From an optimization exercise on the open Yosys and OpenROAD flow, aimed at small area, a short achievable clock period and few clock cycles; shortcuts taken in it are not production practice.
The RTL was checked by simulation tests, not by an equivalence proof against the original design.
Power is estimated from default activity; no workload was simulated.

==> design.v <==
`timescale 1ns / 1ps
module chip8_cpu (
    input wire clk,
    input wire reset,
    input wire [7:0] mem_data_in,
    input wire [15:0] key_pressed,
    output reg mem_read,
    output reg [11:0] mem_addr_out,
    output reg [7:0] mem_data_out,
    output reg mem_write
);
    localparam K_NONE = 2'd0;
    localparam K_HI   = 2'd1;
    localparam K_LO   = 2'd2;
    localparam K_LD   = 2'd3;
    localparam M_STREAM = 3'd0;
    localparam M_STORE  = 3'd1;
    localparam M_LOAD   = 3'd2;
    localparam M_BCD    = 3'd3;
    localparam M_KEY    = 3'd4;
    localparam M_RESUME = 3'd5;
    reg [1:0]  qk;           
    reg [1:0]  tk;           
    reg [2:0]  mode;
    reg [3:0]  i;            
    reg [3:0]  mx;           
    reg [11:0] pcs;          
    reg [7:0]  ir_hi, ir_lo;
    reg        ev;           
    reg [11:0] I;
    reg [7:0]  V[0:15];
    reg [11:0] stack[0:15];
    reg [3:0]  sp;
    reg [7:0]  delay_timer, sound_timer;
    reg [20:0] one_hz;
    reg [15:0] lfsr;
    wire       dcy = (tk == K_LO);             
    wire [7:0] din = mem_data_in;
    wire [3:0] xa = (mode == M_STREAM) ? ir_hi[3:0] : (mode == M_STORE) ? i : mx;
    wire [3:0] yb = dcy ? din[7:4] : ir_lo[7:4];
    wire [7:0] vx = V[xa];
    wire [7:0] vy = V[yb];
    reg  [3:0] key_idx;
    integer    k;
    always @(*) begin
        key_idx = 4'd0;
        for (k = 15; k >= 0; k = k - 1)
            if (key_pressed[k]) key_idx = k[3:0];
    end
    wire any_key = |key_pressed;
    reg [19:0] dd;
    integer    b;
    always @(*) begin
        dd = {12'd0, vx};
        for (b = 0; b < 8; b = b + 1) begin
            if (dd[11:8]  >= 4'd5) dd[11:8]  = dd[11:8]  + 4'd3;
            if (dd[15:12] >= 4'd5) dd[15:12] = dd[15:12] + 4'd3;
            dd = dd << 1;
        end
    end
    wire [3:0] bcd_h = dd[19:16];
    wire [3:0] bcd_t = dd[15:12];
    wire [3:0] bcd_o = dd[11:8];
    wire [3:0]  dop   = ir_hi[7:4];
    wire [11:0] nnn   = {ir_hi[3:0], din};
    wire        d_jmp = (dop == 4'h1) || (dop == 4'h2);
    wire        d_bnn = (dop == 4'hB);
    wire        d_ret = (ir_hi == 8'h00) && (din == 8'hEE);
    wire        eq_nn = (vx == din);
    wire        eq_xy = (vx == vy);
    wire        key_x = key_pressed[vx[3:0]];
    reg         d_skip;
    always @(*) begin
        case (dop)
            4'h3: d_skip = eq_nn;
            4'h4: d_skip = !eq_nn;
            4'h5: d_skip = eq_xy;
            4'h9: d_skip = !eq_xy;
            4'hE: d_skip = ((din == 8'h9E) && key_x) || ((din == 8'hA1) && !key_x);
            default: d_skip = 1'b0;
        endcase
    end
    wire d_f    = (dop == 4'hF);
    wire d_st   = d_f && (din == 8'h55);
    wire d_ld   = d_f && (din == 8'h65);
    wire d_bcd  = d_f && (din == 8'h33);
    wire d_key  = d_f && (din == 8'h0A);
    wire d_redir = d_jmp || d_bnn || d_ret || d_skip;
    reg [11:0] target;
    always @(*) begin
        if (d_jmp)      target = nnn;
        else if (d_bnn) target = nnn + {4'd0, V[0]};
        else if (d_ret) target = stack[sp - 4'd1];
        else            target = mem_addr_out + 12'd2;
    end
    wire [3:0] eop = ir_hi[7:4];
    wire [3:0] en  = ir_lo[3:0];
    wire [7:0] nn  = ir_lo;
    wire       sub_xy = (eop == 4'h8) && (en == 4'h5);
    wire       sub_yx = (eop == 4'h8) && (en == 4'h7);
    wire [7:0] a_op = sub_yx ? ~vx : vx;
    wire [7:0] b_op = (eop == 4'h7) ? nn : sub_xy ? ~vy : vy;
    wire [8:0] sum  = {1'b0, a_op} + {1'b0, b_op} + {8'd0, sub_xy | sub_yx};
    reg        e_we, e_wf;
    reg [7:0]  e_wd;
    reg        e_f;
    always @(*) begin
        e_we = 1'b0; e_wf = 1'b0; e_wd = 8'd0; e_f = 1'b0;
        if (ev) begin
            case (eop)
                4'h6: begin e_we = 1'b1; e_wd = nn; end
                4'h7: begin e_we = 1'b1; e_wd = sum[7:0]; end
                4'h8: case (en)
                    4'h0: begin e_we = 1'b1; e_wd = vy; end
                    4'h1: begin e_we = 1'b1; e_wd = vx | vy; end
                    4'h2: begin e_we = 1'b1; e_wd = vx & vy; end
                    4'h3: begin e_we = 1'b1; e_wd = vx ^ vy; end
                    4'h4, 4'h5, 4'h7: begin e_we = 1'b1; e_wd = sum[7:0]; e_wf = 1'b1; e_f = sum[8]; end
                    4'h6: begin e_we = 1'b1; e_wd = {1'b0, vx[7:1]}; e_wf = 1'b1; e_f = vx[0]; end
                    4'hE: begin e_we = 1'b1; e_wd = {vx[6:0], 1'b0}; e_wf = 1'b1; e_f = vx[7]; end
                    default: ;
                endcase
                4'hC: begin e_we = 1'b1; e_wd = nn & lfsr[7:0]; end
                4'hF: if (nn == 8'h07) begin e_we = 1'b1; e_wd = delay_timer; end
                default: ;
            endcase
        end
    end
    reg        w_en;
    reg [3:0]  w_idx;
    reg [7:0]  w_dat;
    always @(*) begin
        w_en = 1'b0; w_idx = ir_hi[3:0]; w_dat = e_wd;
        if (tk == K_LD) begin
            w_en = 1'b1; w_idx = i - 4'd2; w_dat = din;
        end else if (mode == M_KEY) begin
            w_en = any_key; w_idx = mx; w_dat = {4'd0, key_idx};
        end else if (dcy && d_key) begin
            w_en = any_key; w_dat = {4'd0, key_idx};
        end else begin
            w_en = e_we;
        end
    end
    integer r;
    always @(posedge clk) begin
        for (r = 0; r < 16; r = r + 1)
            if (r == 15 && e_wf)
                V[r] <= {7'd0, e_f};
            else if (w_en && w_idx == r[3:0])
                V[r] <= w_dat;
        if (dcy && dop == 4'h2)
            stack[sp] <= mem_addr_out;
    end
    always @(posedge clk or posedge reset) begin
        if (reset) begin
            mem_addr_out <= 12'h200;
            mem_read <= 1'b1;
            mem_write <= 1'b0;
            qk <= K_HI;
            tk <= K_NONE;
            mode <= M_STREAM;
            ev <= 1'b0;
            I <= 12'd0;
            sp <= 4'd0;
            delay_timer <= 8'd0;
            sound_timer <= 8'd0;
            one_hz <= 21'd0;
            lfsr <= 16'hACE1;
        end else begin
            if (one_hz == 21'd833333) begin
                one_hz <= 21'd0;
                if (delay_timer != 8'd0) delay_timer <= delay_timer - 8'd1;
                if (sound_timer != 8'd0) sound_timer <= sound_timer - 8'd1;
            end else begin
                one_hz <= one_hz + 21'd1;
            end
            tk <= qk;
            ev <= dcy;
            mem_write <= 1'b0;
            case (mode)
                M_STREAM: begin
                    mem_read <= 1'b1;
                    mem_addr_out <= mem_addr_out + 12'd1;
                    qk <= (qk == K_HI) ? K_LO : K_HI;
                    if (dcy) begin
                        if (d_redir) begin
                            mem_addr_out <= target;
                            qk <= K_HI;
                            tk <= K_NONE;
                        end else if (d_st || d_ld || d_bcd || (d_key && !any_key)) begin
                            mx <= ir_hi[3:0];
                            pcs <= mem_addr_out + 12'd1;
                            mem_addr_out <= I;
                            i <= 4'd1;
                            if (d_st) begin
                                mem_read <= 1'b0;
                                mem_write <= 1'b1;
                                mem_data_out <= V[0];
                                qk <= K_NONE;
                                mode <= (ir_hi[3:0] == 4'd0) ? M_RESUME : M_STORE;
                            end else if (d_ld) begin
                                qk <= K_LD;
                                mode <= (ir_hi[3:0] == 4'd0) ? M_RESUME : M_LOAD;
                            end else if (d_bcd) begin
                                mem_read <= 1'b0;
                                mem_write <= 1'b1;
                                mem_data_out <= {4'd0, bcd_h};
                                qk <= K_NONE;
                                mode <= M_BCD;
                            end else begin
                                mem_read <= 1'b0;
                                qk <= K_NONE;
                                mode <= M_KEY;
                            end
                        end
                        if (dop == 4'h2) sp <= sp + 4'd1;
                        if (d_ret) sp <= sp - 4'd1;
                    end
                end
                M_STORE: begin
                    mem_read <= 1'b0;
                    mem_write <= 1'b1;
                    mem_addr_out <= mem_addr_out + 12'd1;
                    mem_data_out <= vx;
                    qk <= K_NONE;
                    i <= i + 4'd1;
                    if (i == mx) mode <= M_RESUME;
                end
                M_LOAD: begin
                    mem_read <= 1'b1;
                    mem_addr_out <= mem_addr_out + 12'd1;
                    qk <= K_LD;
                    i <= i + 4'd1;
                    if (i == mx) mode <= M_RESUME;
                end
                M_BCD: begin
                    mem_read <= 1'b0;
                    mem_write <= 1'b1;
                    mem_addr_out <= mem_addr_out + 12'd1;
                    mem_data_out <= {4'd0, (i == 4'd1) ? bcd_t : bcd_o};
                    qk <= K_NONE;
                    i <= i + 4'd1;
                    if (i == 4'd2) mode <= M_RESUME;
                end
                M_KEY: begin
                    mem_read <= 1'b0;
                    qk <= K_NONE;
                    if (any_key) begin
                        mem_read <= 1'b1;
                        mem_addr_out <= pcs;
                        qk <= K_LO;
                        mode <= M_STREAM;
                    end
                end
                default: begin  
                    mem_read <= 1'b1;
                    mem_addr_out <= pcs;
                    qk <= K_LO;
                    i <= i + 4'd1;
                    mode <= M_STREAM;
                end
            endcase
            if (ev) begin
                case (eop)
                    4'hA: I <= {ir_hi[3:0], ir_lo};
                    4'hC: lfsr <= {lfsr[14:0], lfsr[15] ^ lfsr[13] ^ lfsr[12] ^ lfsr[10]};
                    4'hF: case (nn)
                        8'h15: delay_timer <= vx;
                        8'h18: sound_timer <= vx;
                        8'h1E: I <= I + {4'd0, vx};
                        8'h29: I <= {6'd0, vx[3:0], 2'd0} + {8'd0, vx[3:0]};
                        default: ;
                    endcase
                    default: ;
                endcase
            end
        end
    end
    always @(posedge clk) begin
        if (tk == K_HI) ir_hi <= din;
        if (dcy) ir_lo <= din;
    end
endmodule
==> run.sh <==
#!/bin/bash
# synth_recipe.tcl (not shown) runs the flow's synth.tcl, then flattens the netlist and writes it again
# the make line also repeats each setting of config.mk as NAME=value (left out here)
make -C /OpenROAD-flow-scripts/flow DESIGN_CONFIG=/design/flow/config.mk WORK_HOME=/design/flow/orfs CLKGATE_MAP_FILE= SYNTH_SCRIPT=/design/flow/synth_recipe.tcl finish
==> config.mk <==
export PLATFORM = sky130hd
export DESIGN_NAME = chip8_cpu
export DESIGN_NICKNAME = chip8_cpu
export VERILOG_FILES = /design/flow/design.v
export SDC_FILE = /design/flow/constraint.sdc
export NUM_CORES = 4
export LEC_CHECK = 0
export CAP_MARGIN = 20
export CORE_MARGIN = 2
export CORE_UTILIZATION = 40
export SLEW_MARGIN = 20
==> constraint.sdc <==
create_clock -name core_clock -period 12.0 [get_ports {clk}]
set_input_delay 2.4000 -clock core_clock [delete_from_list [all_inputs] [get_ports {clk}]]
set_output_delay 2.4000 -clock core_clock [all_outputs]
set_load 0.01 [all_outputs]
==> out/metrics.cfg <==
[run_status]
outcome = complete, no violations

[floorplanning]
start_util_pct = 40.5
die_height_um = 252
row_count = 90
core_area_um2 = 60600
die-width_um = 252
die_area_um2 = 63400
ios = 48

[cts]
numCtsBuffers = 49
clkSlewWorstSetupHoldPaths_ns = 0.07
clk_latency_ns = 0.62
cts_tree = built
ctsRootBufferMaster = clkbuf_16
holdBufCountCts = 0
htreeDepth = 2
ctsResizeCount = 0
clockBufferDepth = 3
post_cts_buffers = 0
cts_sinks = 447

[sta]
slew_headroom_pct = 31.8
timing.setup.tns_ns = 0
final_hold_viol_count = 0
setup_viol = 0
worst_pin_slew_ns = 1.02
fin_crit_ns = 8.53
rsz0062_at_grt = no
slew_viol_final = 0
min_period_over_period_pct = 71.1
clock_skew_ns = 0.0388
fmax_ghz = 0.117

[critical_path]
startpoint = mode[1]
worstRegToRegCells = 33
crit_path_frequent_cell = ha_1
critPathMaxFanout = 36
start_kind = flip-flop
path_class = reg -> reg
r2r-start = mode[1]
cpPeakStageDelay_ns = 0.98
critPathRequiredTime_ns = 12.42
crit_arrival_ns = 8.95
crit_path_end_kind = flip-flop
cp_slowest_cell = dfrtp_1
setup.worst_path.end = mem_data_out[2]
reg2reg_setup_slack_ns = 3.47
rr_endpoint = mem_data_out[2]

[yosys]
synth_ff_type = edfxtp_1
synthTopCellsByArea = edfxtp_1 (44%), dfrtp_1 (7.3%), mux4_2 (5.0%)
synth_cells = 2141
syn-num-nets = 2239
async_reset_ff_share_pct = 18.6
yosysTopAreaCell = edfxtp_1
ys_seq_area_share_pct = 52.7
synth_top_area_share_pct = 43.6
synth_most_common_cell = edfxtp_1
synth_common_cells = edfxtp_1 (357), nor2_1 (216), nand2_1 (177)
syn-cell-area_um2 = 24600
ys_types = 98
avgSynthCellArea_um2 = 11.5
synth_seq_cells = 447
synth_edf_count = 357
yosysWarnings = 2

[power]
switching_share_pct = 43.7
power_switching_uw = 3590
p_per_area_nw_per_um2 = 294
p_int_uw = 4620
leakagePower_uw = 0.00997
ir_worst_vdd_v = 0.000299
pwr-share-seq_pct = 25.5
power_frac_clock_pct = 18.7
pwr-share-comb_pct = 55.8

[routing]
drc = 0
ant_nets = 0
vias = 18700
route.met2.wl_um = 35000
wl_per_cell_um = 26.3
first_pass_iters = 7
routed_via_density = 6.15
wl_um = 80000
highest_layer = met5
wl_met3_um = 6210
drt_iter0_drc = 1957
routedLengthMet1_um = 35100

[placement]
hpwlAfterDp_um = 56500
globalplace.congestion = 0.984
port_buffers = 47
dp_cells = 2947

[job]
cap_violations = 0

[global_route]
grt_pass1_wl_um = 118000
grt_pass1_vias = 18000
antenna_found_initial = 3
grt_usage_pct = 25.0
grt_max_degree = 68
overflow = 0

[layout]
n_antenna_cell = 0
num-nets-final = 2314
drive_gt1_share_pct = 14.0
utilization_pct = 46.1
syn_to_final_growth_pct = 13.7
stdcell_count = 3038

[hold_path]
hold_path_class = reg -> reg

-- power groups by stage --
stage                     clock network, µW  logic (µW)  registers (µW)
final                                  1530        4580            2090
after detailed placement                  0        4490            2120
after global placement                    0        4420            2120
after floorplan                           0        3290            2080
after CTS                              1560        4520            2090
after global routing                   1620        4980            2110
-- worst min path at each step --
stage	slack, ns	cells past startpoint	startpoint	to
after floorplan	0.42	0	ir_hi[0]	mx[0]
after global placement	0.46	1	one_hz[20]	one_hz[20]
after detailed placement	0.47	1	one_hz[20]	one_hz[20]
after CTS	0.48	1	one_hz[20]	one_hz[20]
after global routing	0.49	1	one_hz[20]	one_hz[20]
final	0.47	1	one_hz[20]	one_hz[20]
-- through the flow --
step | hold slack (ns) | setup WS [ns] | total power [µW] | instance area, µm²
after detailed placement | 0.465 | 3.31 | 6610 | 26300
after CTS | 0.479 | 3.63 | 8170 | 27900
after floorplan | 0.421 | 5.01 | 5360 | 24600
after global routing | 0.487 | 3.12 | 8720 | 27900
final | 0.475 | 3.47 | 8210 | 27900
after global placement | 0.464 | 3.33 | 6540 | 26200
-- cell usage in the layout (no fill, tap or decap), drive strengths merged, types with 11 or more instances in the layout --
cell,netlist,final
a211oi,19,19
a21o,18,18
a21oi,109,109
a221oi,24,24
a22o,21,21
a22oi,41,41
a31oi,18,18
and2,11,11
and3,16,16
buf,36,81
clkbuf,68,57
clkdlybuf4s50,0,47
clkinv,4,26
dfrtp,72,72
dfstp,11,11
edfxtp,357,357
ha,67,67
inv,60,60
mux2,38,38
mux2i,57,57
mux4,54,54
nand2,177,177
nand2b,34,34
nand3,68,68
nand4,33,33
nor2,219,219
nor2b,23,23
nor3,60,60
nor4,13,13
o211ai,16,16
o21ai,116,116
o22ai,14,14
xnor2,56,56
xor2,48,48
-- logic make-up after synthesis --
logic type	Yosys count	share of synthesized area, %
and+or+nand+nor	685	13.2
AOI/OAI and AO/OA	515	14.4
xor gates and xnor gates	105	3.80
DFF	447	52.7
buffers and inverters	168	2.90
muxes	149	9.12
adders and majority gates	72	3.82
-- registers in the layout, summed over array words and instances (netlist names), 12 cells and up --
signal and flops:
I 12, V 128, lfsr 16, mem_addr_out 12, one_hz 21, pcs 12
stack 192
-- routing by layer --
metal / vias up / GRT usage [%]
met5: - / 0
met4: 6 / 10.6
met3: 187 / 4.38
met2: 854 / 37.4
met1: 9306 / 35.9
li1: 8319 / -
-- critical path: cells and delay by family, from the launching register on --
kind | cells | cell delay, ns
buffers and inverters | 7 | 1.33
flip-flops | 1 | 0.98
AO/OA/AOI/OAI | 14 | 3.14
adder cells (fa/ha/maj) | 6 | 1.30
AND/OR/NAND/NOR | 6 | 1.57
-- final cells by class --
class                           count  area, µm²
Sequential cell                   447      13000
Fill cell                        5518      32700
Tap cell                          782        978
Clock buffer                       57       1290
Inverter                           64        241
Multi-Input combinational cell   1526      11000
Timing Repair Buffer              128       1080
Clock inverter                     34        349
Testbench counts, summed over its fixed seeds: cycles 201,128.

afterwards: timing with drivers on the ports:
No port has a modelled driver above. Below, the same layout with a new extraction and two added sets of constraints. Step 1 assumes that a clkbuf_16 drives the clock port and a buf_2 every other input. Step 2 also shifts input and output timing later by t, the mid clock arrival at the registers, as if the neighbouring blocks saw the same clock. Slacks: no drivers / after step 1 / after step 2; pairs: no drivers / after step 1.
t, ns: 0.661
slack for setup (ns): 3.470 / 3.470 / 3.103
worst setup path after step 2: input to register
worst register clock-pin slew, ns: 0.07 / 0.07
After both steps this run still meets setup and hold. The setup slack of this run moves by 0.000 ns with the drivers and by -0.367 ns with both steps.
